What follows belongs to an exercise in optimizing a design on an open flow for small area, a short achievable clock period and few clock cycles per item; a production flow would make more cautious choices. Only simulation tests tie the RTL to the original design; equivalence was not proved. In every run shown here, the design's own scripts or RTL, not TritonCTS, make the clock network. No driver is modelled on the clock port, so clock power and skew are understated where the tree is cut down; a real chip needs a root buffer or a tree. Power and IR drop assume default switching activity.

**flow/config.mk**
```make
export PLATFORM = sky130hd
export DESIGN_NAME = CompMul
export DESIGN_NICKNAME = CompMul
export VERILOG_FILES = /design/flow/design.v
export SDC_FILE = /design/flow/constraint.sdc
export NUM_CORES = 4
export LEC_CHECK = 0
export CAP_MARGIN = 20
export CORE_MARGIN = 2
export CORE_UTILIZATION = 55
export CTS_BUF_LIST = sky130_fd_sc_hd__clkbuf_16
export CTS_CLUSTER_DIAMETER = 300
export CTS_CLUSTER_SIZE = 40
export SLEW_MARGIN = 20
export SYNTH_HIERARCHICAL = 1
export SYNTH_MINIMUM_KEEP_SIZE = 0
```
**flow/constraint.sdc**
```tcl
create_clock -name core_clock -period 10.0 [get_ports {clk}]
set_input_delay 2.0000 -clock core_clock [delete_from_list [all_inputs] [get_ports {clk}]]
set_output_delay 2.0000 -clock core_clock [all_outputs]
set_load 0.01 [all_outputs]
```
**flow/design.v**
```verilog
module CompMul(
	input [31:0] Multiplicand_input,
	input [31:0] Multiplier_input,
	input run,
	input rst,
	input clk,
	output ready,
	output [63:0] Product_output
	);
	reg [31:0] M;         
	reg [31:0] PL;        
	reg [33:0] S;         
	reg [33:0] C;         
	reg [7:0] LC;        
	reg CF;               
	reg [3:0] ONE, TWO, NEG;    
	reg LAST;             
	reg iter, fin, done;
	reg [1:0] cnt;
	wire idle = ~(iter | fin | done);
	wire lastn = iter & (cnt == 2'd2);    
	assign ready = done;
	assign Product_output = {S[31:0], PL};
	wire [9:0] lo_sum2 = {1'b0, PL[31:24], 1'b1} + {1'b0, LC, CF};
	wire [8:0] lo_sum = lo_sum2[9:1];
	wire lo_cout = lo_sum[8];
	wire [40:0] fin_sum2 = {S[31:0], PL[31:24], 1'b1} + {C[31:0], LC, CF};
	wire [31:0] hi_sum = fin_sum2[40:9];
	wire [7:0] fin_lo = fin_sum2[8:1];
	wire [33:0] r0 = {~NEG[0], {33{NEG[0]}} ^ (({33{ONE[0]}} & {1'b0, M}) | ({33{TWO[0]}} & {M, 1'b0}))};
	wire [33:0] r1 = {~NEG[1], {33{NEG[1]}} ^ (({33{ONE[1]}} & {1'b0, M}) | ({33{TWO[1]}} & {M, 1'b0}))};
	wire [33:0] r2 = {~NEG[2], {33{NEG[2]}} ^ (({33{ONE[2]}} & {1'b0, M}) | ({33{TWO[2]}} & {M, 1'b0}))};
	wire [33:0] r3 = {~NEG[3], {33{NEG[3]}} ^ (({33{ONE[3]}} & {1'b0, M}) | ({33{TWO[3]}} & {M, 1'b0}))};
	wire hs0, hc0;
	HA u_hs0 (.a(C[7]), .b(S[7]), .s(hs0), .co(hc0));
	wire hs1, hc1;
	HA u_hs1 (.a(C[8]), .b(S[8]), .s(hs1), .co(hc1));
	wire hs2, hc2;
	HA u_hs2 (.a(C[9]), .b(S[9]), .s(hs2), .co(hc2));
	wire fs0, fc0;
	FA u_fs0 (.a(C[10]), .b(LAST), .c(S[10]), .s(fs0), .co(fc0));
	wire fs1, fc1;
	FA u_fs1 (.a(C[11]), .b(LAST), .c(S[11]), .s(fs1), .co(fc1));
	wire hs3, hc3;
	HA u_hs3 (.a(C[12]), .b(S[12]), .s(hs3), .co(hc3));
	wire fs2, fc2;
	FA u_fs2 (.a(C[13]), .b(LAST), .c(S[13]), .s(fs2), .co(fc2));
	wire hs4, hc4;
	HA u_hs4 (.a(C[14]), .b(S[14]), .s(hs4), .co(hc4));
	wire fs3, fc3;
	FA u_fs3 (.a(C[15]), .b(LAST), .c(S[15]), .s(fs3), .co(fc3));
	wire hs5, hc5;
	HA u_hs5 (.a(C[16]), .b(S[16]), .s(hs5), .co(hc5));
	wire fs4, fc4;
	FA u_fs4 (.a(C[17]), .b(LAST), .c(S[17]), .s(fs4), .co(fc4));
	wire hs6, hc6;
	HA u_hs6 (.a(C[18]), .b(S[18]), .s(hs6), .co(hc6));
	wire fs5, fc5;
	FA u_fs5 (.a(C[19]), .b(LAST), .c(S[19]), .s(fs5), .co(fc5));
	wire hs7, hc7;
	HA u_hs7 (.a(C[20]), .b(S[20]), .s(hs7), .co(hc7));
	wire fs6, fc6;
	FA u_fs6 (.a(C[21]), .b(LAST), .c(S[21]), .s(fs6), .co(fc6));
	wire hs8, hc8;
	HA u_hs8 (.a(C[22]), .b(S[22]), .s(hs8), .co(hc8));
	wire fs7, fc7;
	FA u_fs7 (.a(C[23]), .b(LAST), .c(S[23]), .s(fs7), .co(fc7));
	wire hs9, hc9;
	HA u_hs9 (.a(C[24]), .b(S[24]), .s(hs9), .co(hc9));
	wire fs8, fc8;
	FA u_fs8 (.a(C[25]), .b(LAST), .c(S[25]), .s(fs8), .co(fc8));
	wire hs10, hc10;
	HA u_hs10 (.a(C[26]), .b(S[26]), .s(hs10), .co(hc10));
	wire fs9, fc9;
	FA u_fs9 (.a(C[27]), .b(LAST), .c(S[27]), .s(fs9), .co(fc9));
	wire hs11, hc11;
	HA u_hs11 (.a(C[28]), .b(S[28]), .s(hs11), .co(hc11));
	wire fs10, fc10;
	FA u_fs10 (.a(C[29]), .b(LAST), .c(S[29]), .s(fs10), .co(fc10));
	wire hs12, hc12;
	HA u_hs12 (.a(C[30]), .b(S[30]), .s(hs12), .co(hc12));
	wire fs11, fc11;
	FA u_fs11 (.a(C[31]), .b(LAST), .c(S[31]), .s(fs11), .co(fc11));
	wire hs13, hc13;
	HA u_hs13 (.a(C[32]), .b(S[32]), .s(hs13), .co(hc13));
	wire fs12, fc12;
	FA u_fs12 (.a(C[33]), .b(LAST), .c(S[33]), .s(fs12), .co(fc12));
	wire hs14, hc14;
	HA u_hs14 (.a(C[3]), .b(S[3]), .s(hs14), .co(hc14));
	wire hs15, hc15;
	HA u_hs15 (.a(C[4]), .b(S[4]), .s(hs15), .co(hc15));
	wire fs13, fc13;
	FA u_fs13 (.a(C[5]), .b(S[5]), .c(NEG[2]), .s(fs13), .co(fc13));
	wire hs16, hc16;
	HA u_hs16 (.a(r0[4]), .b(r1[2]), .s(hs16), .co(hc16));
	wire fs14, fc14;
	FA u_fs14 (.a(C[6]), .b(S[6]), .c(r0[5]), .s(fs14), .co(fc14));
	wire hs17, hc17;
	HA u_hs17 (.a(r1[3]), .b(r2[1]), .s(hs17), .co(hc17));
	wire fs15, fc15;
	FA u_fs15 (.a(NEG[3]), .b(hs0), .c(r0[6]), .s(fs15), .co(fc15));
	wire fs16, fc16;
	FA u_fs16 (.a(r1[4]), .b(r2[2]), .c(r3[0]), .s(fs16), .co(fc16));
	wire fs17, fc17;
	FA u_fs17 (.a(hc0), .b(hs1), .c(r0[7]), .s(fs17), .co(fc17));
	wire fs18, fc18;
	FA u_fs18 (.a(r1[5]), .b(r2[3]), .c(r3[1]), .s(fs18), .co(fc18));
	wire fs19, fc19;
	FA u_fs19 (.a(hc1), .b(hs2), .c(r0[8]), .s(fs19), .co(fc19));
	wire fs20, fc20;
	FA u_fs20 (.a(r1[6]), .b(r2[4]), .c(r3[2]), .s(fs20), .co(fc20));
	wire fs21, fc21;
	FA u_fs21 (.a(hc2), .b(fs0), .c(r0[9]), .s(fs21), .co(fc21));
	wire fs22, fc22;
	FA u_fs22 (.a(r1[7]), .b(r2[5]), .c(r3[3]), .s(fs22), .co(fc22));
	wire fs23, fc23;
	FA u_fs23 (.a(fc0), .b(fs1), .c(r0[10]), .s(fs23), .co(fc23));
	wire fs24, fc24;
	FA u_fs24 (.a(r1[8]), .b(r2[6]), .c(r3[4]), .s(fs24), .co(fc24));
	wire fs25, fc25;
	FA u_fs25 (.a(hs3), .b(fc1), .c(r0[11]), .s(fs25), .co(fc25));
	wire fs26, fc26;
	FA u_fs26 (.a(r1[9]), .b(r2[7]), .c(r3[5]), .s(fs26), .co(fc26));
	wire fs27, fc27;
	FA u_fs27 (.a(hc3), .b(fs2), .c(r0[12]), .s(fs27), .co(fc27));
	wire fs28, fc28;
	FA u_fs28 (.a(r1[10]), .b(r2[8]), .c(r3[6]), .s(fs28), .co(fc28));
	wire fs29, fc29;
	FA u_fs29 (.a(hs4), .b(fc2), .c(r0[13]), .s(fs29), .co(fc29));
	wire fs30, fc30;
	FA u_fs30 (.a(r1[11]), .b(r2[9]), .c(r3[7]), .s(fs30), .co(fc30));
	wire fs31, fc31;
	FA u_fs31 (.a(hc4), .b(fs3), .c(r0[14]), .s(fs31), .co(fc31));
	wire fs32, fc32;
	FA u_fs32 (.a(r1[12]), .b(r2[10]), .c(r3[8]), .s(fs32), .co(fc32));
	wire fs33, fc33;
	FA u_fs33 (.a(hs5), .b(fc3), .c(r0[15]), .s(fs33), .co(fc33));
	wire fs34, fc34;
	FA u_fs34 (.a(r1[13]), .b(r2[11]), .c(r3[9]), .s(fs34), .co(fc34));
	wire fs35, fc35;
	FA u_fs35 (.a(hc5), .b(fs4), .c(r0[16]), .s(fs35), .co(fc35));
	wire fs36, fc36;
	FA u_fs36 (.a(r1[14]), .b(r2[12]), .c(r3[10]), .s(fs36), .co(fc36));
	wire fs37, fc37;
	FA u_fs37 (.a(hs6), .b(fc4), .c(r0[17]), .s(fs37), .co(fc37));
	wire fs38, fc38;
	FA u_fs38 (.a(r1[15]), .b(r2[13]), .c(r3[11]), .s(fs38), .co(fc38));
	wire fs39, fc39;
	FA u_fs39 (.a(hc6), .b(fs5), .c(r0[18]), .s(fs39), .co(fc39));
	wire fs40, fc40;
	FA u_fs40 (.a(r1[16]), .b(r2[14]), .c(r3[12]), .s(fs40), .co(fc40));
	wire fs41, fc41;
	FA u_fs41 (.a(hs7), .b(fc5), .c(r0[19]), .s(fs41), .co(fc41));
	wire fs42, fc42;
	FA u_fs42 (.a(r1[17]), .b(r2[15]), .c(r3[13]), .s(fs42), .co(fc42));
	wire fs43, fc43;
	FA u_fs43 (.a(hc7), .b(fs6), .c(r0[20]), .s(fs43), .co(fc43));
	wire fs44, fc44;
	FA u_fs44 (.a(r1[18]), .b(r2[16]), .c(r3[14]), .s(fs44), .co(fc44));
	wire fs45, fc45;
	FA u_fs45 (.a(hs8), .b(fc6), .c(r0[21]), .s(fs45), .co(fc45));
	wire fs46, fc46;
	FA u_fs46 (.a(r1[19]), .b(r2[17]), .c(r3[15]), .s(fs46), .co(fc46));
	wire fs47, fc47;
	FA u_fs47 (.a(hc8), .b(fs7), .c(r0[22]), .s(fs47), .co(fc47));
	wire fs48, fc48;
	FA u_fs48 (.a(r1[20]), .b(r2[18]), .c(r3[16]), .s(fs48), .co(fc48));
	wire fs49, fc49;
	FA u_fs49 (.a(hs9), .b(fc7), .c(r0[23]), .s(fs49), .co(fc49));
	wire fs50, fc50;
	FA u_fs50 (.a(r1[21]), .b(r2[19]), .c(r3[17]), .s(fs50), .co(fc50));
	wire fs51, fc51;
	FA u_fs51 (.a(hc9), .b(fs8), .c(r0[24]), .s(fs51), .co(fc51));
	wire fs52, fc52;
	FA u_fs52 (.a(r1[22]), .b(r2[20]), .c(r3[18]), .s(fs52), .co(fc52));
	wire fs53, fc53;
	FA u_fs53 (.a(hs10), .b(fc8), .c(r0[25]), .s(fs53), .co(fc53));
	wire fs54, fc54;
	FA u_fs54 (.a(r1[23]), .b(r2[21]), .c(r3[19]), .s(fs54), .co(fc54));
	wire fs55, fc55;
	FA u_fs55 (.a(hc10), .b(fs9), .c(r0[26]), .s(fs55), .co(fc55));
	wire fs56, fc56;
	FA u_fs56 (.a(r1[24]), .b(r2[22]), .c(r3[20]), .s(fs56), .co(fc56));
	wire fs57, fc57;
	FA u_fs57 (.a(hs11), .b(fc9), .c(r0[27]), .s(fs57), .co(fc57));
	wire fs58, fc58;
	FA u_fs58 (.a(r1[25]), .b(r2[23]), .c(r3[21]), .s(fs58), .co(fc58));
	wire fs59, fc59;
	FA u_fs59 (.a(hc11), .b(fs10), .c(r0[28]), .s(fs59), .co(fc59));
	wire fs60, fc60;
	FA u_fs60 (.a(r1[26]), .b(r2[24]), .c(r3[22]), .s(fs60), .co(fc60));
	wire fs61, fc61;
	FA u_fs61 (.a(hs12), .b(fc10), .c(r0[29]), .s(fs61), .co(fc61));
	wire fs62, fc62;
	FA u_fs62 (.a(r1[27]), .b(r2[25]), .c(r3[23]), .s(fs62), .co(fc62));
	wire fs63, fc63;
	FA u_fs63 (.a(hc12), .b(fs11), .c(r0[30]), .s(fs63), .co(fc63));
	wire fs64, fc64;
	FA u_fs64 (.a(r1[28]), .b(r2[26]), .c(r3[24]), .s(fs64), .co(fc64));
	wire fs65, fc65;
	FA u_fs65 (.a(hs13), .b(fc11), .c(r0[31]), .s(fs65), .co(fc65));
	wire fs66, fc66;
	FA u_fs66 (.a(r1[29]), .b(r2[27]), .c(r3[25]), .s(fs66), .co(fc66));
	wire fs67, fc67;
	FA u_fs67 (.a(hc13), .b(fs12), .c(r0[32]), .s(fs67), .co(fc67));
	wire fs68, fc68;
	FA u_fs68 (.a(r1[30]), .b(r2[28]), .c(r3[26]), .s(fs68), .co(fc68));
	wire fs69, fc69;
	FA u_fs69 (.a(fc12), .b(r0[33]), .c(r1[31]), .s(fs69), .co(fc69));
	wire hs18, hc18;
	HA u_hs18 (.a(r2[29]), .b(r3[27]), .s(hs18), .co(hc18));
	wire fs70, fc70;
	FA u_fs70 (.a(LAST), .b(r1[32]), .c(r2[30]), .s(fs70), .co(fc70));
	wire hs19, hc19;
	HA u_hs19 (.a(C[1]), .b(S[1]), .s(hs19), .co(hc19));
	wire hs20, hc20;
	HA u_hs20 (.a(C[2]), .b(S[2]), .s(hs20), .co(hc20));
	wire fs71, fc71;
	FA u_fs71 (.a(NEG[1]), .b(hs14), .c(r0[2]), .s(fs71), .co(fc71));
	wire fs72, fc72;
	FA u_fs72 (.a(hc14), .b(hs15), .c(r0[3]), .s(fs72), .co(fc72));
	wire fs73, fc73;
	FA u_fs73 (.a(hc15), .b(r2[0]), .c(fs13), .s(fs73), .co(fc73));
	wire fs74, fc74;
	FA u_fs74 (.a(fc13), .b(hc16), .c(hs17), .s(fs74), .co(fc74));
	wire fs75, fc75;
	FA u_fs75 (.a(hc17), .b(fc14), .c(fs15), .s(fs75), .co(fc75));
	wire fs76, fc76;
	FA u_fs76 (.a(fc15), .b(fc16), .c(fs17), .s(fs76), .co(fc76));
	wire fs77, fc77;
	FA u_fs77 (.a(fc17), .b(fc18), .c(fs19), .s(fs77), .co(fc77));
	wire fs78, fc78;
	FA u_fs78 (.a(fc19), .b(fc20), .c(fs21), .s(fs78), .co(fc78));
	wire fs79, fc79;
	FA u_fs79 (.a(fc21), .b(fc22), .c(fs23), .s(fs79), .co(fc79));
	wire fs80, fc80;
	FA u_fs80 (.a(fc23), .b(fc24), .c(fs25), .s(fs80), .co(fc80));
	wire fs81, fc81;
	FA u_fs81 (.a(fc25), .b(fc26), .c(fs27), .s(fs81), .co(fc81));
	wire fs82, fc82;
	FA u_fs82 (.a(fc27), .b(fc28), .c(fs29), .s(fs82), .co(fc82));
	wire fs83, fc83;
	FA u_fs83 (.a(fc29), .b(fc30), .c(fs31), .s(fs83), .co(fc83));
	wire fs84, fc84;
	FA u_fs84 (.a(fc31), .b(fc32), .c(fs33), .s(fs84), .co(fc84));
	wire fs85, fc85;
	FA u_fs85 (.a(fc33), .b(fc34), .c(fs35), .s(fs85), .co(fc85));
	wire fs86, fc86;
	FA u_fs86 (.a(fc35), .b(fc36), .c(fs37), .s(fs86), .co(fc86));
	wire fs87, fc87;
	FA u_fs87 (.a(fc37), .b(fc38), .c(fs39), .s(fs87), .co(fc87));
	wire fs88, fc88;
	FA u_fs88 (.a(fc39), .b(fc40), .c(fs41), .s(fs88), .co(fc88));
	wire fs89, fc89;
	FA u_fs89 (.a(fc41), .b(fc42), .c(fs43), .s(fs89), .co(fc89));
	wire fs90, fc90;
	FA u_fs90 (.a(fc43), .b(fc44), .c(fs45), .s(fs90), .co(fc90));
	wire fs91, fc91;
	FA u_fs91 (.a(fc45), .b(fc46), .c(fs47), .s(fs91), .co(fc91));
	wire fs92, fc92;
	FA u_fs92 (.a(fc47), .b(fc48), .c(fs49), .s(fs92), .co(fc92));
	wire fs93, fc93;
	FA u_fs93 (.a(fc49), .b(fc50), .c(fs51), .s(fs93), .co(fc93));
	wire fs94, fc94;
	FA u_fs94 (.a(fc51), .b(fc52), .c(fs53), .s(fs94), .co(fc94));
	wire fs95, fc95;
	FA u_fs95 (.a(fc53), .b(fc54), .c(fs55), .s(fs95), .co(fc95));
	wire fs96, fc96;
	FA u_fs96 (.a(fc55), .b(fc56), .c(fs57), .s(fs96), .co(fc96));
	wire fs97, fc97;
	FA u_fs97 (.a(fc57), .b(fc58), .c(fs59), .s(fs97), .co(fc97));
	wire fs98, fc98;
	FA u_fs98 (.a(fc59), .b(fc60), .c(fs61), .s(fs98), .co(fc98));
	wire fs99, fc99;
	FA u_fs99 (.a(fc61), .b(fc62), .c(fs63), .s(fs99), .co(fc99));
	wire fs100, fc100;
	FA u_fs100 (.a(fc63), .b(fc64), .c(fs65), .s(fs100), .co(fc100));
	wire fs101, fc101;
	FA u_fs101 (.a(fc65), .b(fc66), .c(fs67), .s(fs101), .co(fc101));
	wire fs102, fc102;
	FA u_fs102 (.a(hs18), .b(fc67), .c(fc68), .s(fs102), .co(fc102));
	wire fs103, fc103;
	FA u_fs103 (.a(r3[28]), .b(hc18), .c(fc69), .s(fs103), .co(fc103));
	wire fs104, fc104;
	FA u_fs104 (.a(r1[33]), .b(r2[31]), .c(r3[29]), .s(fs104), .co(fc104));
	wire hs21, hc21;
	HA u_hs21 (.a(LAST), .b(r2[32]), .s(hs21), .co(hc21));
	wire hs22, hc22;
	HA u_hs22 (.a(NEG[0]), .b(hs19), .s(hs22), .co(hc22));
	wire fs105, fc105;
	FA u_fs105 (.a(hc19), .b(hs20), .c(r0[1]), .s(fs105), .co(fc105));
	wire fs106, fc106;
	FA u_fs106 (.a(hc20), .b(r1[0]), .c(fs71), .s(fs106), .co(fc106));
	wire fs107, fc107;
	FA u_fs107 (.a(r1[1]), .b(fc71), .c(fs72), .s(fs107), .co(fc107));
	wire fs108, fc108;
	FA u_fs108 (.a(hs16), .b(fc72), .c(fs73), .s(fs108), .co(fc108));
	wire fs109, fc109;
	FA u_fs109 (.a(fs14), .b(fc73), .c(fs74), .s(fs109), .co(fc109));
	wire fs110, fc110;
	FA u_fs110 (.a(fs16), .b(fc74), .c(fs75), .s(fs110), .co(fc110));
	wire fs111, fc111;
	FA u_fs111 (.a(fs18), .b(fc75), .c(fs76), .s(fs111), .co(fc111));
	wire fs112, fc112;
	FA u_fs112 (.a(fs20), .b(fc76), .c(fs77), .s(fs112), .co(fc112));
	wire fs113, fc113;
	FA u_fs113 (.a(fs22), .b(fc77), .c(fs78), .s(fs113), .co(fc113));
	wire fs114, fc114;
	FA u_fs114 (.a(fs24), .b(fc78), .c(fs79), .s(fs114), .co(fc114));
	wire fs115, fc115;
	FA u_fs115 (.a(fs26), .b(fc79), .c(fs80), .s(fs115), .co(fc115));
	wire fs116, fc116;
	FA u_fs116 (.a(fs28), .b(fc80), .c(fs81), .s(fs116), .co(fc116));
	wire fs117, fc117;
	FA u_fs117 (.a(fs30), .b(fc81), .c(fs82), .s(fs117), .co(fc117));
	wire fs118, fc118;
	FA u_fs118 (.a(fs32), .b(fc82), .c(fs83), .s(fs118), .co(fc118));
	wire fs119, fc119;
	FA u_fs119 (.a(fs34), .b(fc83), .c(fs84), .s(fs119), .co(fc119));
	wire fs120, fc120;
	FA u_fs120 (.a(fs36), .b(fc84), .c(fs85), .s(fs120), .co(fc120));
	wire fs121, fc121;
	FA u_fs121 (.a(fs38), .b(fc85), .c(fs86), .s(fs121), .co(fc121));
	wire fs122, fc122;
	FA u_fs122 (.a(fs40), .b(fc86), .c(fs87), .s(fs122), .co(fc122));
	wire fs123, fc123;
	FA u_fs123 (.a(fs42), .b(fc87), .c(fs88), .s(fs123), .co(fc123));
	wire fs124, fc124;
	FA u_fs124 (.a(fs44), .b(fc88), .c(fs89), .s(fs124), .co(fc124));
	wire fs125, fc125;
	FA u_fs125 (.a(fs46), .b(fc89), .c(fs90), .s(fs125), .co(fc125));
	wire fs126, fc126;
	FA u_fs126 (.a(fs48), .b(fc90), .c(fs91), .s(fs126), .co(fc126));
	wire fs127, fc127;
	FA u_fs127 (.a(fs50), .b(fc91), .c(fs92), .s(fs127), .co(fc127));
	wire fs128, fc128;
	FA u_fs128 (.a(fs52), .b(fc92), .c(fs93), .s(fs128), .co(fc128));
	wire fs129, fc129;
	FA u_fs129 (.a(fs54), .b(fc93), .c(fs94), .s(fs129), .co(fc129));
	wire fs130, fc130;
	FA u_fs130 (.a(fs56), .b(fc94), .c(fs95), .s(fs130), .co(fc130));
	wire fs131, fc131;
	FA u_fs131 (.a(fs58), .b(fc95), .c(fs96), .s(fs131), .co(fc131));
	wire fs132, fc132;
	FA u_fs132 (.a(fs60), .b(fc96), .c(fs97), .s(fs132), .co(fc132));
	wire fs133, fc133;
	FA u_fs133 (.a(fs62), .b(fc97), .c(fs98), .s(fs133), .co(fc133));
	wire fs134, fc134;
	FA u_fs134 (.a(fs64), .b(fc98), .c(fs99), .s(fs134), .co(fc134));
	wire fs135, fc135;
	FA u_fs135 (.a(fs66), .b(fc99), .c(fs100), .s(fs135), .co(fc135));
	wire fs136, fc136;
	FA u_fs136 (.a(fs68), .b(fc100), .c(fs101), .s(fs136), .co(fc136));
	wire fs137, fc137;
	FA u_fs137 (.a(fs69), .b(fc101), .c(fs102), .s(fs137), .co(fc137));
	wire fs138, fc138;
	FA u_fs138 (.a(fs70), .b(fc102), .c(fs103), .s(fs138), .co(fc138));
	wire fs139, fc139;
	FA u_fs139 (.a(fc70), .b(fs104), .c(fc103), .s(fs139), .co(fc139));
	wire fs140, fc140;
	FA u_fs140 (.a(r3[30]), .b(hs21), .c(fc104), .s(fs140), .co(fc140));
	wire fs141, fc141;
	FA u_fs141 (.a(r2[33]), .b(r3[31]), .c(hc21), .s(fs141), .co(fc141));
	wire hs23, hc23;
	HA u_hs23 (.a(LAST), .b(r3[32]), .s(hs23), .co(hc23));
	wire [41:0] TS = {1'b0, hc23, fc141, fc140, fc139, fc138, fc137, fc136, fc135, fc134, fc133, fc132, fc131, fc130, fc129, fc128, fc127, fc126, fc125, fc124, fc123, fc122, fc121, fc120, fc119, fc118, fc117, fc116, fc115, fc114, fc113, fc112, fc111, fc110, fc109, fc108, fc107, fc106, fc105, hc22, hs22, C[0]};
	wire [41:0] TC = {1'b0, r3[33], hs23, fs141, fs140, fs139, fs138, fs137, fs136, fs135, fs134, fs133, fs132, fs131, fs130, fs129, fs128, fs127, fs126, fs125, fs124, fs123, fs122, fs121, fs120, fs119, fs118, fs117, fs116, fs115, fs114, fs113, fs112, fs111, fs110, fs109, fs108, fs107, fs106, fs105, r0[0], S[0]};
	wire [2:0] dn0 = idle ? {Multiplier_input[2], Multiplier_input[1], 1'b0} : {PL[10], PL[9], PL[8]};
	wire [2:0] dn1 = idle ? {Multiplier_input[4], Multiplier_input[3], Multiplier_input[2]} : {PL[12], PL[11], PL[10]};
	wire [2:0] dn2 = idle ? {Multiplier_input[6], Multiplier_input[5], Multiplier_input[4]} : {PL[14], PL[13], PL[12]};
	wire [2:0] dn3 = idle ? {Multiplier_input[8], Multiplier_input[7], Multiplier_input[6]} : {(~lastn & PL[16]), PL[15], PL[14]};
	always @(posedge clk or posedge rst) begin
		if (rst) begin
			iter <= 1'b0;
			fin <= 1'b0;
			done <= 1'b0;
			cnt <= 2'd0;
		end else begin
			if (idle) begin
				if (run) iter <= 1'b1;
				cnt <= 2'd0;
			end else if (iter) begin
				cnt <= cnt + 2'd1;
				if (cnt == 2'd3) begin
					iter <= 1'b0;
					fin <= 1'b1;
				end
			end else if (fin) begin
				fin <= 1'b0;
				done <= 1'b1;
			end
		end
	end
	always @(posedge clk) begin
		M <= Multiplicand_input;
		ONE <= {dn3[1] ^ dn3[0], dn2[1] ^ dn2[0], dn1[1] ^ dn1[0], dn0[1] ^ dn0[0]};
		TWO <= {(dn3[2] & ~dn3[1] & ~dn3[0]) | (~dn3[2] & dn3[1] & dn3[0]), (dn2[2] & ~dn2[1] & ~dn2[0]) | (~dn2[2] & dn2[1] & dn2[0]), (dn1[2] & ~dn1[1] & ~dn1[0]) | (~dn1[2] & dn1[1] & dn1[0]), (dn0[2] & ~dn0[1] & ~dn0[0]) | (~dn0[2] & dn0[1] & dn0[0])};
		NEG <= {dn3[2] & ~(dn3[1] & dn3[0]), dn2[2] & ~(dn2[1] & dn2[0]), dn1[2] & ~(dn1[1] & dn1[0]), dn0[2] & ~(dn0[1] & dn0[0])};
		LAST <= lastn;
		if (iter) begin
			S <= TS[41:8];
			C <= TC[41:8];
			LC <= TC[7:0];
			CF <= lo_cout;
			PL <= {TS[7:0], lo_sum[7:0], PL[23:8]};
		end else if (idle) begin
			S <= 34'd0;
			C <= {2'd0, Multiplicand_input & {32{Multiplier_input[0]}}};
			LC <= 8'd0;
			CF <= 1'b0;
			PL <= Multiplier_input;
		end else begin
			S <= {2'd0, hi_sum};
			C <= 34'd0;
			LC <= 8'd0;
			CF <= 1'b0;
			PL[31:24] <= fin_lo;
		end
	end
endmodule
module FA(input a, input b, input c, output s, output co);
	assign s = a ^ b ^ c;
	assign co = (a & b) | (a & c) | (b & c);
endmodule
module HA(input a, input b, output s, output co);
	assign s = a ^ b;
	assign co = a & b;
endmodule
```
**flow/flow/run.sh**
```bash
#!/bin/bash
# Own layout flow: the standard layout (standard.sh) with these changes:
#  - the port buffers that buffer_ports inserts are of the cell named in flow/knobs
#    (PORT_BUF) instead of the default pick;
#  - repair_timing aims for the setup margin named in flow/knobs (SETUP_MARGIN);
#  - the clock tree step runs flow/cts_manual.tcl: the clock port drives
#    CLOCK_ROOTS clkbuf_16 buffers, each driving CLOCK_LEAVES clkbuf_16 buffers that
#    drive the registers of one region each (every register two buffers away),
#    instead of TritonCTS's tree (then the same repair as ORFS's step).
# Each make run writes its full output to a log file of its own in this folder;
# ORFS's own per-step logs stay under orfs/logs/.
set -euo pipefail
source flow/knobs
export OWN_FLOW_DIR="$PWD/flow"
export CLOCK_ROOTS CLOCK_LEAVES
ARGS=("BUFFER_PORTS_ARGS=-buffer_cell $PORT_BUF" "SETUP_SLACK_MARGIN=$SETUP_MARGIN")
bash standard.sh "${ARGS[@]}" place > make_place.log 2>&1
bash standard.sh "${ARGS[@]}" run RUN_SCRIPT="$PWD/flow/cts_manual.tcl" RUN_LOG_NAME_STEM=4_1_cts > make_cts.log 2>&1
bash standard.sh "${ARGS[@]}" finish > make_finish.log 2>&1
```
**flow/flow/cts_manual.tcl**
```tcl
# Clock tree step of the own flow, in place of ORFS's cts.tcl: the same steps, except
# that the clock tree is two levels of clkbuf_16 buffers built by build_clock_tree
# (mktree.tcl) instead of TritonCTS's H-tree, with fewer, closer buffers, so the clock reaches the
# registers sooner.  The tree is balanced: every register is two buffers from the port.
utl::set_metrics_stage "cts__{}"
source $::env(SCRIPTS_DIR)/load.tcl
erase_non_stage_variables cts
load_design 3_place.odb 3_place.sdc

source $::env(OWN_FLOW_DIR)/mktree.tcl
build_clock_tree $::env(CLOCK_ROOTS) $::env(CLOCK_LEAVES)
set_propagated_clock [all_clocks]

set_dont_use $::env(DONT_USE_CELLS)
log_cmd estimate_parasitics -placement

set_placement_padding -global \
  -left $::env(CELL_PAD_IN_SITES_DETAIL_PLACEMENT) \
  -right $::env(CELL_PAD_IN_SITES_DETAIL_PLACEMENT)
detailed_placement
log_cmd estimate_parasitics -placement

repair_timing_helper
detailed_placement
check_placement -verbose

report_clock_skew
report_metrics 4 "cts final"

orfs_write_db $::env(RESULTS_DIR)/4_1_cts.odb
orfs_write_sdc $::env(RESULTS_DIR)/4_cts.sdc
```
**flow/flow/knobs**
```
PORT_BUF=sky130_fd_sc_hd__buf_1
SETUP_MARGIN=7.0
CLOCK_ROOTS=4
CLOCK_LEAVES=2
```
**flow/flow/mktree.tcl**
```tcl
# Build a two-level clock tree: the clock port drives NROOT clkbuf_16 buffers, each of
# which drives NLEAF clkbuf_16 buffers, each driving the registers of one region.
# The regions come from splitting the registers at the median y, then x, and so on,
# so every register is exactly two buffers from the port (a balanced tree).
proc split_groups { items n } {
  set groups [list $items]
  set axis 2
  while {[llength $groups] < $n} {
    set ng {}
    foreach g $groups {
      set s [lsort -integer -index $axis $g]
      set h [expr {[llength $s] / 2}]
      lappend ng [lrange $s 0 [expr {$h - 1}]] [lrange $s $h end]
    }
    set groups $ng
    set axis [expr {3 - $axis}]
  }
  return $groups
}

proc centroid { g } {
  set sx 0; set sy 0
  foreach s $g { set sx [expr {$sx + [lindex $s 1]}]; set sy [expr {$sy + [lindex $s 2]}] }
  set n [llength $g]
  return [list [expr {$sx / $n}] [expr {$sy / $n}]]
}

proc add_buffer { block master name x y in_net } {
  set inst [odb::dbInst_create $block $master $name]
  $inst setLocation $x $y
  $inst setPlacementStatus PLACED
  set net [odb::dbNet_create $block "${name}_net"]
  $net setSigType CLOCK
  [$inst findITerm A] connect $in_net
  [$inst findITerm X] connect $net
  return $net
}

proc build_clock_tree { nroot nleaf } {
  set block [ord::get_db_block]
  set clk_net [$block findNet clk]
  set master [[ord::get_db] findMaster sky130_fd_sc_hd__clkbuf_16]
  set sinks {}
  foreach it [$clk_net getITerms] {
    set loc [[$it getInst] getLocation]
    lappend sinks [list $it [lindex $loc 0] [lindex $loc 1]]
  }
  set leaves [split_groups $sinks [expr {$nroot * $nleaf}]]
  for {set r 0} {$r < $nroot} {incr r} {
    set mine [lrange $leaves [expr {$r * $nleaf}] [expr {($r + 1) * $nleaf - 1}]]
    set all {}
    foreach g $mine { set all [concat $all $g] }
    lassign [centroid $all] rx ry
    set rnet [add_buffer $block $master "clkroot_$r" $rx $ry $clk_net]
    set l 0
    foreach g $mine {
      lassign [centroid $g] lx ly
      set lnet [add_buffer $block $master "clkleaf_${r}_$l" $lx $ly $rnet]
      foreach s $g { set it [lindex $s 0]; $it disconnect; $it connect $lnet }
      puts "clock leaf $r.$l: [llength $g] registers"
      incr l
    }
  }
}
```
**flow/standard.sh**
```bash
#!/bin/bash
# synth_recipe.tcl (not shown) runs the flow's synth.tcl, then flattens the netlist and writes it again
# the make line also repeats each setting of config.mk as NAME=value (left out here)
make -C /OpenROAD-flow-scripts/flow DESIGN_CONFIG=/design/flow/config.mk WORK_HOME=/design/flow/orfs CLKGATE_MAP_FILE= SYNTH_SCRIPT=/design/flow/synth_recipe.tcl "${@:-finish}"
```
==> summary.txt, run 1 <==
- Mapped cell area: 0.0131 sq mm
- Net count reported at finish: 1,572
- Num rows: 56
- Switching power total: 0.942 mW
- Comb pwr share: 45.8%
- Number of max-cap violations: 0
- Final hold vios: 0
- Area grow syn2layout: 4.95%
- Placed inst area: 0.0134 sq mm
- F_max: 341 MHz
- Vias: 9,749
- #FFs+latches synth: 157
- Width of the die: 158 um
- DRT iter0 DRCs: 775
- Slew HR: 30.9%
- Top cells by area, synth: fa_1, dfxtp_1, xnor2_1, a22oi_1, ha_1
- Worst vdd ir: 0.100 mV
- Yosys top cell by area: fa_1
- Critical path arrival: 3.12 ns
- Switching share of power: 40.1%
- Synth async-reset ratio: 3.18%
- Post-route DRC: 0
- Share of cells above drive strength 1: 6.66%
- Register area share after synthesis: 26.0%
- GP Congestion: 0.908
- Top FF cell, synth: dfxtp_1
- First-pass GRT wire length: 56,400 um
- Final setup vio count: 0
- Largest net degree at the start of global routing: 97
- Fin crit period: 2.93 ns
- Yosys warns: 7
- Die H: 158 um
- TritonRoute pass-1 iters: 5
- Seq pwr share: 36.0%
- Vias per cell: 6.06
- P_int: 1.40 mW
- Core area: 0.0234 sq mm
- Total grt overflow: 0
- Detailed Place HPWL: 26,900 um
- Total GRT Usage: 29.2%
- Final Slew Violations: 0
- WL per Instance: 22.4 um
- Commonest non-fill, non-tap cell in the layout: xnor2_1
- Cell count after synthesis: 1,271
- Skew-Pair Late Insertion Delay: 0.29 ns
- Final WL: 36,100 um
- Final period util: 29.3%
- Unrepaired setup endpoints after global routing: true
- Power density cells: 171 mW/mm^2
- Startpoint types: flip-flop
- Commonest non-fill, non-tap cells in the layout: xnor2_1, fa_1, buf_1
- Pwr Total: 2.35 mW
- Die area: 0.0251 sq mm
- Vias in the first global route: 9,947
- Hold Crit Class: reg2reg
- Fin area: 0.0138 sq mm
- Cts hold-fix bufs: 0
- Setup TNS: 0 ns
- Diode count: 0
- Antenna violations before repair: 0
- CP Class: reg2reg
- Leak pwr: 5.29 nW
- Post-DRT Antenna Nets: 0
- Syn Area/Cell: 10.3 sq um
- Status: timing/DRC/antenna clean
- Worst Setup End Kind: flip-flop
- Clk pwr share: 18.3%
- Boundary pin count: 132
- Share of the synthesized area in the top cell type: 21.8%
- CTS clk-pin slew, worst paths: 0.09 ns
- Critical Path RT: 10.19 ns
- CP Max Fanout: 13
- Slew of the pin with the lowest slew margin: 1.03 ns
- Port buffer count: 131
- Starting Density: 56.0%
- Yosys cell types: 67
- Post-synth EDFFs: 24
- Fin Clk Skew: 0.0208 ns
[critical path, cell delays in order (launching register included)]
cell	delay, ns
dfxtp_4	0.59
fa_1	0.52
fa_1	0.51
fa_1	0.53
fa_1	0.43
a22o_1	0.25
[flip-flops by register name (all words and copies together), names as in the netlist, 2 cells and up]
name / flops
C: 33
M: 32
PL: 32
Product_output: 32
LC: 8
NEG: 4
ONE: 4
TWO: 4
cnt: 2
[Yosys stat by module, one instance, submodules excluded]
module | flops+latches | area [sq um]
FA | 0 | 20.0
HA | 0 | 12.5
CompMul | 157 | 9960
[per-stage QoR]
step                hold WS [ns]  utilization [%]  worst slack [ns]  instances
floorplan                  0.462                -              7.02       1272
global placement           0.477             57.2              6.78       1596
detailed placement         0.487             57.2              6.77       1596
global route               0.532             58.8              6.98       1610
finish                     0.499             58.8              7.07       1610
[Yosys cell counts, types with 3 or more instances]
cell type	instances
o21ai_1	7
a21o_1	17
o21bai_1	10
o21a_1	3
and2_1	10
nor2b_1	4
o31ai_1	4
ha_1	69
nand2_1	89
and3_1	5
o21ai_0	45
edfxtp_1	24
a22oi_1	125
o211ai_1	5
o22ai_1	3
mux2i_1	11
o21ai_2	4
buf_2	3
dfrtp_1	5
or2_2	3
nor3_1	5
or3_1	7
buf_4	32
nor2_1	38
a221o_1	3
nand4_1	14
nand3_1	14
xnor2_1	155
buf_1	11
a22o_1	34
mux2_2	26
inv_1	24
clkbuf_2	29
xor2_1	13
dfxtp_1	128
clkbuf_1	58
a31oi_1	7
a21oi_1	48
fa_1	143
[power by group through the flow]
stage / Sequential (mW) / Clock (mW) / Combinational, mW
final: 0.844 / 0.429 / 1.07
after CTS: 0.844 / 0.432 / 1.08
after floorplan: 0.811 / 0 / 0.871
after detailed placement: 0.860 / 0 / 1.07
after global routing: 0.856 / 0.456 / 1.22
after global placement: 0.860 / 0 / 1.06
[cell families (layout without fill, tap and decap cells)]
family,Yosys count,count (layout),share of synthesized area (%)
fa+ha+maj,212,212,28.4
other cells,1,2,0.0286
xor+xnor,168,168,11.2
compound gates,339,339,18.4
flops,157,157,26.0
mux,37,37,3.07
simple gates,196,196,6.87
buf+inv,161,180,6.00
[what timing repair did]
| item | CTS | global route |
|---|---|---|
| setup buffers | 2 | 0 |
| endpoints found under the hold margin | 0 | 0 |
| resized for setup | 11 | 4 |
| endpoints found under the setup margin | 57 | 36 |
[routing by layer]
metal	global-route usage [%]	wire length [um]	vias to the layer above	share of wire, %
li1	-	-	4485	-
met1	41.4	16100	4863	45
met2	48.4	17000	337	47
met3	1.91	1870	64	5.2
met4	8.62	1090	0	3.0
met5	0	0	-	0
[path summary, 6_finish.rpt]
path                            depth (start not counted)  slack [ns]             start            endpoint
min in group asynchronous                               2        1.57               rst  cnt[0]$_DFFE_PP0P_
worst min-delay path                                    1        0.50  done$_DFFE_PP0P_    done$_DFFE_PP0P_
worst max register to register                          5        7.07      LAST$_DFF_P_       C[17]$_DFF_P_
max in group asynchronous                               2        8.24               rst    iter$_DFFE_PP0P_
worst max-delay path                                    5        7.07      LAST$_DFF_P_       C[17]$_DFF_P_
worst min register to register                          1        0.50  done$_DFFE_PP0P_    done$_DFFE_PP0P_
[cell type report]
class / count / area (sq um)
Fill cell: 2115 / 9650
Multi-Input combinational cell: 954 / 8910
Inverter: 25 / 93.8
Tap cell: 319 / 399
Timing Repair Buffer: 143 / 593
Buffer: 12 / 300
Sequential cell: 157 / 3450
Testbench counts, summed over its fixed seeds: cycles 14,400, items 2,400.
==> run 2, diff against run 1 <==
==> flow/flow/knobs (replaced) <==
PORT_BUF=sky130_fd_sc_hd__buf_2
SETUP_MARGIN=7.0
CLOCK_ROOTS=4
CLOCK_LEAVES=2
==> run 2 against run 1 <==
Net effect:
- still clean on timing, DRC and antenna
- utilization up 0.70 points
- clock skew rose by 0.0014 ns
- maximum frequency is 0.95% lower
- synthesized cell count did not move
- synthesized area did not move
- clock power hardly changed
- critical path depth grew 2
- routed wire length grew 0.79%
- flip-flop and latch count did not move
- critical path type unchanged
- largest cell class unchanged
- highest routed layer unchanged
==> summary.txt, run 2 <==
- Status: timing/DRC/antenna clean
- Die area: 0.0251 sq mm (unchanged)
- Syn Area/Cell: 10.3 sq um (unchanged)
- Critical Path RT: 10.20 ns (about the same)
- Boundary pin count: 132 (unchanged)
- Worst flop-to-flop path startpoint: TWO[0]$_DFF_P_
- Worst Setup EP: C[11]$_DFF_P_
- Vias in the first global route: 9,894 (-0.53%)
- Net count reported at finish: 1,571 (-0.064%)
- Vias: 9,742 (-0.072%)
- Slew HR: 31.4% (+0.50 points)
- Worst vdd ir: 0.0855 mV (-15%)
- Biggest register: C
- Diode count: 0 (unchanged)
- Max incr delay on CP: 0.52 ns (-0.07 ns)
- CP Class: reg2reg
- Crit-path cells: buf_4, a22oi_1, xnor2_1, fa_1, fa_1, fa_1, a22o_1
- Unrepaired setup endpoints after global routing: true
- Power density cells: 170 mW/mm^2 (-0.15%)
- Reg2Reg Setup Slack: 7.04 ns (-0.03 ns)
- Top cells by area, synth: fa_1, dfxtp_1, xnor2_1, a22oi_1, ha_1
- Slowest CP cell: fa_1
- Crit path launch: TWO[0]$_DFF_P_
- Cell count after synthesis: 1,271 (unchanged)
- Yosys cell types: 67 (unchanged)
- Post-DRT Antenna Nets: 0 (unchanged)
- Commonest non-fill, non-tap cells in the layout: xnor2_1, fa_1, buf_2
- WL per Instance: 22.6 um (+0.85%)
- Detailed Place HPWL: 27,200 um (+1.2%)
- R2r endpoint: C[11]$_DFF_P_
- Share of the synthesized area in the top cell type: 21.8% (unchanged)
- Fin crit period: 2.96 ns (+0.0280 ns)
- GP Congestion: 0.901 (-0.78%)
- TritonRoute pass-1 iters: 5 (unchanged)
- Post-route DRC: 0 (unchanged)
- Num rows: 56 (unchanged)
- List of most frequent post-synthesis cells: xnor2_1, fa_1, dfxtp_1
- Yosys top cell by area: fa_1
- Vias per cell: 6.05 (about the same)
- Top FF cell, synth: dfxtp_1
- Hold Crit Class: reg2reg
- Register area share after synthesis: 26.0% (unchanged)
- Final Slew Violations: 0 (unchanged)
- Leak pwr: 5.64 nW (+6.7%)
- Number of max-cap violations: 0 (unchanged)
- Setup TNS: 0 ns (unchanged)
- Final hold vios: 0 (unchanged)
- Yosys warns: 7 (unchanged)
- CP Max Fanout: 32 (+19)
- Mapped cell area: 0.0131 sq mm (unchanged)
- Fin util: 59.5% (+0.70 points)
- Fin Clk Skew: 0.0223 ns (+0.00144 ns)
- Width of the die: 158 um (unchanged)
- FILL cells: 2,113 (-0.095%)
- Total GRT Usage: 29.2% (+0.047 points)
- Multi-input logic area: 0.00891 sq mm (unchanged)
- Skew-Pair Late Insertion Delay: 0.29 ns (about the same)
- Area grow syn2layout: 6.19%
- Share of cells above drive strength 1: 16.7% (+10 points)
- Final period util: 29.6% (+0.28 points)
- Largest net degree at the start of global routing: 61 (-37%)
- Port buffer count: 131 (unchanged)
- Max FFs per register: 33 (unchanged)
- Placed Cells: 1,596 (unchanged)
- Antenna violations before repair: 0 (unchanged)
- Most used cell, CP: fa_1
- CTS clk-pin slew, worst paths: 0.10 ns (about the same)
- Final setup vio count: 0 (unchanged)
- First-pass GRT wire length: 56,500 um (+0.16%)
- Worst Setup End Kind: flip-flop
- Register Area: 0.00345 sq mm (about the same)
- Critical path arrival: 3.16 ns (+0.04 ns)
- #FFs+latches synth: 157 (unchanged)
- Commonest non-fill, non-tap cell in the layout: xnor2_1
- Final WL: 36,400 um (+0.79%)
- Final non-filler cell total: 1,609 (-0.062%)
- Most common cell in the netlist: xnor2_1
- Core area: 0.0234 sq mm (unchanged)
- Path depth of the worst reg2reg path: 7 (+2)
- F_max: 338 MHz (-0.95%)
- Starting Density: 56.0% (unchanged)
- DRT iter0 DRCs: 711 (-8.3%)
- Synth async-reset ratio: 3.18% (unchanged)
- Total grt overflow: 0 (unchanged)
- Die H: 158 um (unchanged)
- Cts hold-fix bufs: 0 (unchanged)
- Post-synth EDFFs: 24 (unchanged)
- Startpoint types: flip-flop
- Slew of the pin with the lowest slew margin: 1.03 ns (-0.00748 ns)
## run 2: cell families (layout without fill, tap and decap cells)
| logic type | after synthesis | in the layout | share of synthesized area (%) |
|---|---|---|---|
| simple gates | 196 | 196 | 6.87 |
| buf+inv | 161 | 179 | 6.00 |
| other cells | 1 | 2 | 0.0286 |
| mux | 37 | 37 | 3.07 |
| flops | 157 | 157 | 26.0 |
| compound gates | 339 | 339 | 18.4 |
| fa+ha+maj | 212 | 212 | 28.4 |
| xor+xnor | 168 | 168 | 11.2 |
## run 2: layout make-up
cell class                      instances  area share [%]
Inverter                               25           0.674
Buffer                                 12            2.16
Sequential cell                       157            24.8
Tap cell                              319            2.87
Multi-Input combinational cell        954            64.1
Timing Repair Buffer                  142            5.44
## run 2: critical path: cells and delay by family, from the launching register on
family | cells | cell delay [ns]
AOI/OAI and AO/OA | 2 | 0.38
DFF | 1 | 0.31
adders and majority gates | 3 | 1.44
buffers and inverters | 1 | 0.39
xor gates and xnor gates | 1 | 0.34
## run 2: worst min-delay path by stage
stage	from	endpoint	slack, ns	cells after the start
2_1_floorplan	Product_output[32]$_DFF_P_	LC[0]$_SDFF_PN0_	0.46	1
6_report	done$_DFFE_PP0P_	done$_DFFE_PP0P_	0.50	1
4_1_cts	done$_DFFE_PP0P_	done$_DFFE_PP0P_	0.50	1
3_3_place_gp	Product_output[32]$_DFF_P_	LC[0]$_SDFF_PN0_	0.47	1
5_1_grt	done$_DFFE_PP0P_	done$_DFFE_PP0P_	0.53	1
3_5_place_dp	done$_DFFE_PP0P_	done$_DFFE_PP0P_	0.48	1
## run 2: modules after synthesis (local to each module, per instance)
| module | cells inside | flops+latches |
|---|---|---|
| CompMul | 1105 | 157 |
| FA | 1 | 0 |
| HA | 1 | 0 |
## run 2: metal layers
metal	vias up	share of wire [%]	global-route usage (%)
li1	4476	-	-
met1	4850	44	41.3
met2	354	47	48.4
met3	62	5.8	2.45
met4	0	2.9	8.45
met5	-	0	0
## run 2: metrics by stage
stage	setup WS, ns	hold WS [ns]	area [sq um]	total power [mW]
floorplan	7.02	0.462	13100	1.68
global placement	6.80	0.473	13600	1.94
global route	6.98	0.532	13900	2.55
finish	7.04	0.499	13900	2.37
detailed placement	6.79	0.484	13600	1.95
## run 2: what timing repair did
| item | 4_1_cts | 5_1_grt |
|---|---|---|
| gates cloned | 0 | 0 |
| gates resized for setup | 10 | 6 |
| setup buffers | 0 | 1 |
| setup endpoints to repair | 53 | 31 |
## run 2: report_power, final
part,leakage [nW],internal (mW),switching [mW]
logic,4.15,0.485,0.615
registers,1.35,0.730,0.110
clock network,0.148,0.215,0.215
==> run 3, diff against run 2 <==
==> flow/flow/knobs (replaced) <==
PORT_BUF=sky130_fd_sc_hd__buf_1
SETUP_MARGIN=7.05
CLOCK_ROOTS=4
CLOCK_LEAVES=4
==> run 3 against run 2 <==
Net effect:
- clock power increased by 39%
- synthesized area stayed put
- largest cell class unchanged
- synthesized cell count did not move
- register-to-register slack better by 0.07 ns
- clock skew is 0.0038 ns lower
- still clean on timing, DRC and antenna
- highest routed layer unchanged
- total power is 6.6% higher
- combinational power hardly changed
- final cell count is 0.62% higher
- sequential power grew 0.8%
- global-route usage up 0.16 points
==> summary.txt, run 3 <==
- WL met3: 1750 um (-17%)
- F_max: 344 MHz (+1.8%)
- CP Max Fanout: 3 (-91%)
- Multi-input logic area: 0.00891 sq mm (unchanged)
- Post-synth EDFFs: 24 (unchanged)
- Final WS setup: 7.09 ns (+0.0527 ns)
- Antenna violations before repair: 0 (unchanged)
- Vias in the first global route: 9,890 (-0.040%)
- Final hold vios: 0 (unchanged)
- Total GRT Usage: 29.4% (+0.16 points)
- Total grt overflow: 0 (unchanged)
- Fin crit period: 2.91 ns (-0.0527 ns)
- Diode count: 0 (unchanged)
- Skew-Pair Late Insertion Delay: 0.29 ns (about the same)
- Top FF cell, synth: dfxtp_1
- Share of cells above drive strength 1: 7.31% (-9.4 points)
- #FFs+latches synth: 157 (unchanged)
- Vias: 9,718 (-0.25%)
- Vias per cell: 6.00 (-0.86%)
- Commonest non-fill, non-tap cell in the layout: xnor2_1
- Synth async-reset ratio: 3.18% (unchanged)
- Die H: 158 um (unchanged)
- Slew of the pin with the lowest slew margin: 1.05 ns (+0.0234 ns)
- CP Class: reg2out
- Max incr delay on CP: 0.43 ns (-0.09 ns)
- Max FFs per register: 33 (unchanged)
- Core area: 0.0234 sq mm (unchanged)
- Final period util: 29.1% (-0.53 points)
- Worst Setup End Kind: output port
- Register area share after synthesis: 26.0% (unchanged)
- Boundary pin count: 132 (unchanged)
- Leak pwr: 5.40 nW (-4.3%)
- List of most frequent post-synthesis cells: xnor2_1, fa_1, dfxtp_1
- Fin Clk Skew: 0.0185 ns (-0.00380 ns)
- Largest net degree at the start of global routing: 97 (+59%)
- Reg2Reg Setup Slack: 7.11 ns (+0.07 ns)
- Die area: 0.0251 sq mm (unchanged)
- Place WS: 6.73 ns (-0.0597 ns)
- CP Buf/Inv Count: 1 (unchanged)
- Commonest non-fill, non-tap cells in the layout: xnor2_1, fa_1, buf_1
- Post-Route M1 WL: 16,500 um (+3.7%)
- Synth Area in Adders: 28.4% (unchanged)
- Cell count after synthesis: 1,271 (unchanged)
- Detailed Place HPWL: 27,000 um (-0.81%)
- GP Congestion: 0.911 (+1.1%)
- Slowest CP cell: dfxtp_1
- Net count reported at finish: 1,581 (+0.64%)
- CTS clk-pin slew, worst paths: 0.06 ns (-0.04 ns)
- Slew HR: 30.0% (-1.5 points)
- Largest family of logic cells by synthesized area: adder cells
- Setup TNS: 0 ns (unchanged)
- Num rows: 56 (unchanged)
- Number of max-cap violations: 0 (unchanged)
- Starting Density: 56.0% (unchanged)
- Mapped cell area: 0.0131 sq mm (unchanged)
- Crit-path cells: buf_1
- Post-Synth Simple-Gate Area: 6.87% (unchanged)
- Final setup vio count: 0 (unchanged)
- Final Slew Violations: 0 (unchanged)
- First-pass GRT wire length: 56,800 um (+0.53%)
- Xor and xnor area share after synthesis: 11.2% (unchanged)
- Pwr Total: 2.53 mW (+6.6%)
- Yosys cell types: 67 (unchanged)
- Family with the most delay on the worst path: flip-flops
- Critical Path RT: 8.00 ns (-2.20 ns)
- WL per Instance: 22.6 um (-0.19%)
- DRT iter0 DRCs: 810 (+14%)
- Post-DRT Antenna Nets: 0 (unchanged)
- Final WL: 36,600 um (+0.43%)
- Startpoint types: flip-flop
- Share of the synthesized area in the top cell type: 21.8% (unchanged)
- Hold Crit Class: reg2reg
- Unrepaired setup endpoints after global routing: true
- Top cells by area, synth: fa_1, dfxtp_1, xnor2_1, a22oi_1, ha_1
- Compound-Gate Fraction of Synth Area: 18.4% (unchanged)
- Area grow syn2layout: 6.77%
- Biggest register: C
- Port buffer count: 131 (unchanged)
- Placed inst area: 0.0134 sq mm (-1.2%)
- Critical path arrival: 0.91 ns (-2.25 ns)
- Power density cells: 181 mW/mm^2 (+6.1%)
- Mux cell area share after synthesis: 3.07% (unchanged)
- Syn Area/Cell: 10.3 sq um (unchanged)
- Post-route DRC: 0 (unchanged)
- Worst vdd ir: 0.102 mV (+19%)
- Most common cell in the netlist: xnor2_1
- Fin area: 0.0140 sq mm (+0.55%)
- Width of the die: 158 um (unchanged)
- FILL cells: 2,145 (+1.5%)
- Status: timing/DRC/antenna clean
- Wire length on met2: 17,600 um (+1.9%)
- Yosys top cell by area: fa_1
- Yosys warns: 7 (unchanged)
- Top Metal Used: met4
- TritonRoute pass-1 iters: 5 (unchanged)
- Register Area: 0.00345 sq mm (about the same)
## run 3: cell counts after synthesis
No cell type changed its count.
## run 3: cells by family after synthesis
group | after synthesis
other cells | 1
fa+ha+maj | 212
xor+xnor | 168
flops | 157
simple gates | 196
compound gates | 339
mux | 37
buf+inv | 161
## run 3: repair_timing
item	4_1_cts	5_1_grt
setup buffers	1	2
hold buffers	0	0
gates resized for setup	13	6
setup endpoints to repair	60	30
## run 3: modules after synthesis (local to each module, per instance)
module   flip-flops and latches  area, sq um  cells inside
CompMul                     157         9960          1105
FA                            0         20.0             1
HA                            0         12.5             1
## run 3: worst paths after layout
check                                           start                  to  cells past startpoint
max                        Product_output[38]$_DFF_P_  Product_output[38]                      1
min reg2reg                          done$_DFFE_PP0P_    done$_DFFE_PP0P_                      1
min in group asynchronous                         rst    done$_DFFE_PP0P_                      2
max in group asynchronous                         rst    iter$_DFFE_PP0P_                      2
min                                  done$_DFFE_PP0P_    done$_DFFE_PP0P_                      1
max reg2reg                            NEG[3]$_DFF_P_       C[18]$_DFF_P_                      6
## run 3: worst reg2reg max path, delay by kind of cell, from the launching register on
kind            cells  cell delay (ns)
compound gates      1             0.25
flops               1             0.31
xor+xnor            1             0.24
fa+ha+maj           3             1.43
buf+inv             1             0.56
## run 3: layer usage
metal  GRT usage (%)  vias to the layer above
met1            42.1                     4834
met4            5.28                        0
li1                -                     4507
met2            50.0                      323
met5               0                        -
met3            1.88                       54
## run 3: area by class of cell
| class | instances | share of cell area, % |
|---|---|---|
| buffer | 20 | 3.58 |
| timing repair buffer | 144 | 4.52 |
| multi-input combinational | 954 | 63.7 |
| sequential | 157 | 24.7 |
| inverter | 25 | 0.671 |
| tap | 319 | 2.85 |
## run 3: per-stage QoR
step / instances / util [%] / hold slack [ns]
floorplan: 1272 / - / 0.462
detailed placement: 1596 / 57.2 / 0.486
finish: 1619 / 59.8 / 0.498
global route: 1619 / 59.8 / 0.523
global placement: 1596 / 57.2 / 0.478
## run 3: where the power goes
group / leakage (nW) / internal, mW / switching, mW
Combinational: 3.81 / 0.463 / 0.623
Sequential: 1.35 / 0.732 / 0.115
Clock: 0.246 / 0.353 / 0.243
==> run 4, diff against run 3 <==
==> flow/flow/knobs (replaced) <==
PORT_BUF=sky130_fd_sc_hd__buf_1
SETUP_MARGIN=7.05
CLOCK_ROOTS=4
CLOCK_LEAVES=2
==> run 4 against run 3 <==
Net effect:
- utilization down 0.84 points
- via count fell by 1.1%
- still clean
- synthesized cell count unchanged
- critical endpoint is now C[25]$_DFF_P_
- critical path depth up 6
- clock power shrank 29%
- critical path type is now reg2reg
- maximum frequency decreased by 0.26%
- clock skew rose by 0.0058 ns
==> summary.txt, run 4 <==
- Share of cells above drive strength 1: 6.73% (-0.57 points)
- Top cells by area, synth: fa_1, dfxtp_1, xnor2_1, a22oi_1, ha_1
- Final non-filler cell total: 1,611 (-0.49%)
- GP Congestion: 0.911 (unchanged)
- Final Slew Violations: 0 (unchanged)
- Slew of the pin with the lowest slew margin: 1.08 ns (+0.0274 ns)
- Final period util: 29.2% (+0.077 points)
- Boundary pin count: 132 (unchanged)
- Fin Clk Skew: 0.0243 ns (+0.00584 ns)
- Yosys warns: 7 (unchanged)
- Commonest non-fill, non-tap cells in the layout: xnor2_1, fa_1, buf_1
- Max FFs per register: 33 (unchanged)
- Worst vdd ir: 0.0911 mV (-11%)
- Post-synth EDFFs: 24 (unchanged)
- Post-route DRC: 0 (unchanged)
- Placed Cells: 1,596 (unchanged)
- Final WL: 36,300 um (-0.63%)
- Width of the die: 158 um (unchanged)
- Setup TNS: 0 ns (unchanged)
- Final setup vio count: 0 (unchanged)
- Hold path start: done$_DFFE_PP0P_
- F_max: 343 MHz (-0.26%)
- TritonRoute pass-1 iters: 5 (unchanged)
- Net count reported at finish: 1,573 (-0.51%)
- Reg2Reg Setup Slack: 7.08 ns (-0.03 ns)
- Die H: 158 um (unchanged)
- Most common cell in the netlist: xnor2_1
- Synth async-reset ratio: 3.18% (unchanged)
- Status: timing/DRC/antenna clean
- Total grt overflow: 0 (unchanged)
- Port buffer count: 131 (unchanged)
- Critical Path RT: 10.18 ns (+2.18 ns)
- CP Class: reg2reg
- #FFs+latches synth: 157 (unchanged)
- Area grow syn2layout: 5.27%
- Placed inst area: 0.0134 sq mm (unchanged)
- Commonest non-fill, non-tap cell in the layout: xnor2_1
- Top FF cell, synth: dfxtp_1
- Final hold vios: 0 (unchanged)
- Vias per cell: 5.97 (-0.61%)
- Fin area: 0.0138 sq mm (-1.4%)
- Hold Crit Class: reg2reg
- Detailed Place HPWL: 27,000 um (unchanged)
- Cts hold-fix bufs: 0 (unchanged)
- Largest net degree at the start of global routing: 97 (unchanged)
- Share of the synthesized area in the top cell type: 21.8% (unchanged)
- List of most frequent post-synthesis cells: xnor2_1, fa_1, dfxtp_1
- Antenna violations before repair: 0 (unchanged)
- Biggest register: C
- Worst flop-to-flop path startpoint: LAST$_DFF_P_
- Syn Area/Cell: 10.3 sq um (unchanged)
- Num rows: 56 (unchanged)
- Crit path launch: LAST$_DFF_P_
- Mapped cell area: 0.0131 sq mm (unchanged)
- First-pass GRT wire length: 56,200 um (-1.0%)
- Number of max-cap violations: 0 (unchanged)
- Core area: 0.0234 sq mm (unchanged)
- Cell count after synthesis: 1,271 (unchanged)
- Fin crit period: 2.92 ns (+0.00770 ns)
- DRT iter0 DRCs: 786 (-3.0%)
- Vias: 9,611 (-1.1%)
- WL per Instance: 22.6 um (-0.14%)
- Diode count: 0 (unchanged)
- CTS clk-pin slew, worst paths: 0.09 ns (+0.03 ns)
- Worst Setup End Kind: flip-flop
- Power density cells: 171 mW/mm^2 (-5.6%)
- Startpoint types: flip-flop
- Die area: 0.0251 sq mm (unchanged)
- Skew-Pair Late Insertion Delay: 0.30 ns (about the same)
- Post-DRT Antenna Nets: 0 (unchanged)
- Unrepaired setup endpoints after global routing: false
- Leak pwr: 5.30 nW (-1.8%)
- Yosys top cell by area: fa_1
- Total GRT Usage: 29.2% (-0.20 points)
- CP Max Fanout: 6 (+3)
- Vias in the first global route: 9,776 (-1.2%)
- Critical path arrival: 3.10 ns (+2.19 ns)
- Yosys cell types: 67 (unchanged)
- Starting Density: 56.0% (unchanged)
- Slew HR: 28.1% (-1.8 points)
- Register area share after synthesis: 26.0% (unchanged)
[run 4: cell counts after synthesis]
Identical to the previous run, type by type.
[run 4: stage by stage]
| stage | utilization, % | worst slack [ns] | hold WS, ns | power [mW] |
|---|---|---|---|---|
| 3_5_place_dp | 57.2 | 6.73 | 0.486 | 1.94 |
| 2_1_floorplan | - | 7.05 | 0.462 | 1.68 |
| 5_1_grt | 58.9 | 7.04 | 0.528 | 2.54 |
| 3_3_place_gp | 57.2 | 6.78 | 0.478 | 1.92 |
| 6_report | 58.9 | 7.08 | 0.501 | 2.35 |
[run 4: kinds of logic after synthesis]
family / count (synthesis) / synth area share [%]
AOI/OAI and AO/OA: 339 / 18.4
xor gates and xnor gates: 168 / 11.2
adders and majority gates: 212 / 28.4
buffers and inverters: 161 / 6.00
DFF: 157 / 26.0
muxes: 37 / 3.07
other: 1 / 0.0286
and+or+nand+nor: 196 / 6.87
[run 4: cell type report]
type                    instances  area (sq um)
fillers                      2169          9610
multi-input cells             954          8910
flip-flops and latches        157          3450
repair buffers                144           636
well taps                     319           399
plain buffers                  12           300
inverters                      25          93.8
[run 4: repair_timing]
item | CTS | global route
setup buffers | 1 | 2
endpoints found under the setup margin | 60 | 29
pin swaps | 0 | 1
resized for setup | 13 | 7
[run 4: worst paths after layout]
path / endpoint / cells after the start
worst max-delay path: C[25]$_DFF_P_ / 7
worst min-delay path: done$_DFFE_PP0P_ / 1
worst max register to register: C[25]$_DFF_P_ / 7
worst min register to register: done$_DFFE_PP0P_ / 1
max in group asynchronous: iter$_DFFE_PP0P_ / 2
min in group asynchronous: iter$_DFFE_PP0P_ / 2
[run 4: routing by layer]
layer  vias to the layer above  track usage, %  wire, um
met2                       332            49.8     17500
met3                        34            1.33      1850
met5                         -               0         0
met4                         0            3.95       485
li1                       4484               -         -
met1                      4761            42.5     16500
[run 4: report_power, final]
part	switching (mW)	internal (mW)
Clock	0.210	0.215
Sequential	0.114	0.730
Combinational	0.621	0.463
[run 4: worst max-delay path: stages, from the launching register on]
cell and delay, ns:
dfxtp_4 0.36, buf_6 0.16, buf_4 0.17, fa_1 0.47
fa_1 0.49, fa_1 0.52, fa_1 0.41, a22o_1 0.23
[run 4: Yosys stat by module, one instance, submodules excluded]
module / area [sq um] / flops+latches
CompMul: 9960 / 157
HA: 12.5 / 0
FA: 20.0 / 0
==> run 5, diff against run 4 <==
--- a/flow/config.mk
+++ b/flow/config.mk
@@ -7,7 +7,7 @@
 export LEC_CHECK = 0
 export CAP_MARGIN = 20
 export CORE_MARGIN = 2
-export CORE_UTILIZATION = 55
+export CORE_UTILIZATION = 65
 export CTS_BUF_LIST = sky130_fd_sc_hd__clkbuf_16
 export CTS_CLUSTER_DIAMETER = 300
 export CTS_CLUSTER_SIZE = 40
==> run 5 against run 4 <==
Net effect:
- largest cell class unchanged
- global-route usage is 5.3 points higher
- highest routed layer unchanged
- combinational power hardly changed
- die area is 15% lower
- final cell count is 3.2% lower
- clock skew is 0.0051 ns lower
- flip-flop and latch count stayed put
==> summary.txt, run 5 <==
- Vias: 10.3k (+6.8%)
- Final hold vios: 0 (unchanged)
- Reg2Reg Setup Slack: 7.10 ns (+0.02 ns)
- Post-route DRC: 0 (unchanged)
- Area grow syn2layout: 5.08%
- Vias in the first global route: 10.4k (+6.1%)
- Commonest non-fill, non-tap cell in the layout: xnor2_1
- List of most frequent post-synthesis cells: xnor2_1, fa_1, dfxtp_1
- CTS clk-pin slew, worst paths: 0.09 ns (about the same)
- Total grt overflow: 0 (unchanged)
- Total GRT Usage: 34.5% (+5.3 points)
- Switching share of power: 40.5% (+0.34 points)
- Synth Area in Adders: 28.4% (unchanged)
- Net count reported at finish: 1,576 (+0.19%)
- Antenna violations before repair: 0 (unchanged)
- Seq pwr share: 36.3% (+0.4 points)
- Largest family of logic cells by synthesized area: adder cells
- Cell count after synthesis: 1,271 (unchanged)
- Num rows: 51 (-8.9%)
- Port buffer count: 131 (unchanged)
- Critical path arrival: 0.94 ns (-2.16 ns)
- Max FFs per register: 33 (unchanged)
- Post-DRT Antenna Nets: 0 (unchanged)
- CP Max Fanout: 3 (-3)
- F_max: 340 MHz (-0.82%)
- Family with the most delay on the worst path: flip-flops
- Skew-Pair Late Insertion Delay: 0.29 ns (about the same)
- Path depth of the worst reg2reg path: 6 (-1)
- Core area: 0.0197 sq mm (-16%)
- Power density cells: 171 mW/mm^2 (+0.30%)
- Status: timing/DRC/antenna clean
- Pwr Total: 2.36 mW (+0.12%)
- Final non-filler cell total: 1,560 (-3.2%)
- Crit path depth: 1 (-6)
- Crit-path cells: buf_1
- Comb pwr share: 45.7% (-0.4 points)
- P_int: 1.40 mW (-0.46%)
- Top cells by area, synth: fa_1, dfxtp_1, xnor2_1, a22oi_1, ha_1
- Setup TNS: 0 ns (unchanged)
- Yosys top cell by area: fa_1
- Boundary pin count: 132 (unchanged)
- Register area share after synthesis: 26.0% (unchanged)
- Vias per cell: 6.58 (+10%)
- Crit path launch: Product_output[42]$_DFF_P_
- Fin Clk Skew: 0.0192 ns (-0.00507 ns)
- Placed Cells: 1,542 (-3.4%)
- Most common cell in the netlist: xnor2_1
- Post-synth EDFFs: 24 (unchanged)
- Worst Setup End Kind: output port
-- run 5: cell counts after synthesis --
Identical to the previous run, type by type.
-- run 5: timing repair --
item	in CTS	in global routing
hold buffers	0	0
buffers inserted	0	5
endpoints found under the setup margin	55	31
gates resized for setup	6	10
-- run 5: per-stage QoR --
step           cell area (sq um)  utilization [%]
2_1_floorplan              13100                -
3_3_place_gp               13300             67.8
3_5_place_dp               13300             67.8
5_1_grt                    13800             70.1
6_report                   13800             70.1
-- run 5: cell families (layout without fill, tap and decap cells) --
kind of cell / Yosys count / in the layout
AO/OA/AOI/OAI: 339 / 339
XOR/XNOR: 168 / 168
adder cells (fa/ha/maj): 212 / 212
buffers and inverters: 161 / 184
flip-flops: 157 / 157
multiplexers: 37 / 37
other: 1 / 2
AND/OR/NAND/NOR: 196 / 196
-- run 5: power groups by stage --
stage	Sequential, mW	Clock [mW]	Combinational, mW
finish	0.856	0.423	1.08
global placement	0.866	0	1.03
floorplan	0.811	0	0.871
detailed placement	0.864	0	1.06
CTS	0.849	0.424	1.07
global route	0.862	0.445	1.20
-- run 5: area by class of cell --
type,instances,area [sq um]
Timing Repair Buffer,147,687
Buffer,12,300
Fill cell,1595,5890
Multi-Input combinational cell,954,8910
Inverter,25,93.8
Sequential cell,157,3440
Tap cell,265,332
-- run 5: per-module statistics from Yosys, one instance, submodules excluded --
module,flops+latches,times used,cells inside
CompMul,157,1,1105
FA,0,142,1
HA,0,24,1
-- run 5: how the worst min path moves through the flow --
| stage | slack [ns] | cells after the start | start | end |
|---|---|---|---|---|
| 6_report | 0.52 | 1 | done$_DFFE_PP0P_ | done$_DFFE_PP0P_ |
| 5_1_grt | 0.54 | 1 | C[0]$_DFF_P_ | PL[24]$_DFF_P_ |
| 4_1_cts | 0.51 | 1 | done$_DFFE_PP0P_ | done$_DFFE_PP0P_ |
| 3_5_place_dp | 0.49 | 1 | done$_DFFE_PP0P_ | done$_DFFE_PP0P_ |
| 3_3_place_gp | 0.48 | 1 | done$_DFFE_PP0P_ | done$_DFFE_PP0P_ |
| 2_1_floorplan | 0.46 | 1 | Product_output[32]$_DFF_P_ | LC[0]$_SDFF_PN0_ |
-- run 5: routing by layer --
layer | routed length, um | part of all wire (%) | up-vias | track usage [%]
li1 | - | - | 4483 | -
met1 | 15800 | 42 | 5095 | 49.6
met2 | 17400 | 46 | 585 | 55.5
met3 | 3190 | 8.4 | 99 | 3.89
met4 | 1480 | 3.9 | 0 | 10.4
met5 | 0 | 0 | - | 0

-- afterwards: timing with drivers on the ports --
How much do the figures lean on ideal ports? The routed layouts below were timed once more, with nothing changed but the port constraints. Step 1: set_driving_cell puts a clkbuf_16 on clk and a buf_2 on each other input, an assumption about the parent block. Step 2, shift: input delay + t, output delay - t, t = (earliest + latest rising clock arrival at the registers) / 2. This alone moves slack from input paths to output paths. Slacks: ideal ports / drivers / drivers and shift; pairs: ideal ports / drivers.
run	t (ns)	setup WS [ns]
run 1	0.389	7.066 / 6.979 / 6.938
run 2	0.389	7.038 / 6.975 / 6.910
run 3	0.387	7.091 / 6.989 / 6.863
run 4	0.388	7.083 / 6.984 / 6.864
run 5	0.381	7.059 / 6.955 / 6.834
After both steps setup and hold are still met in every run listed.
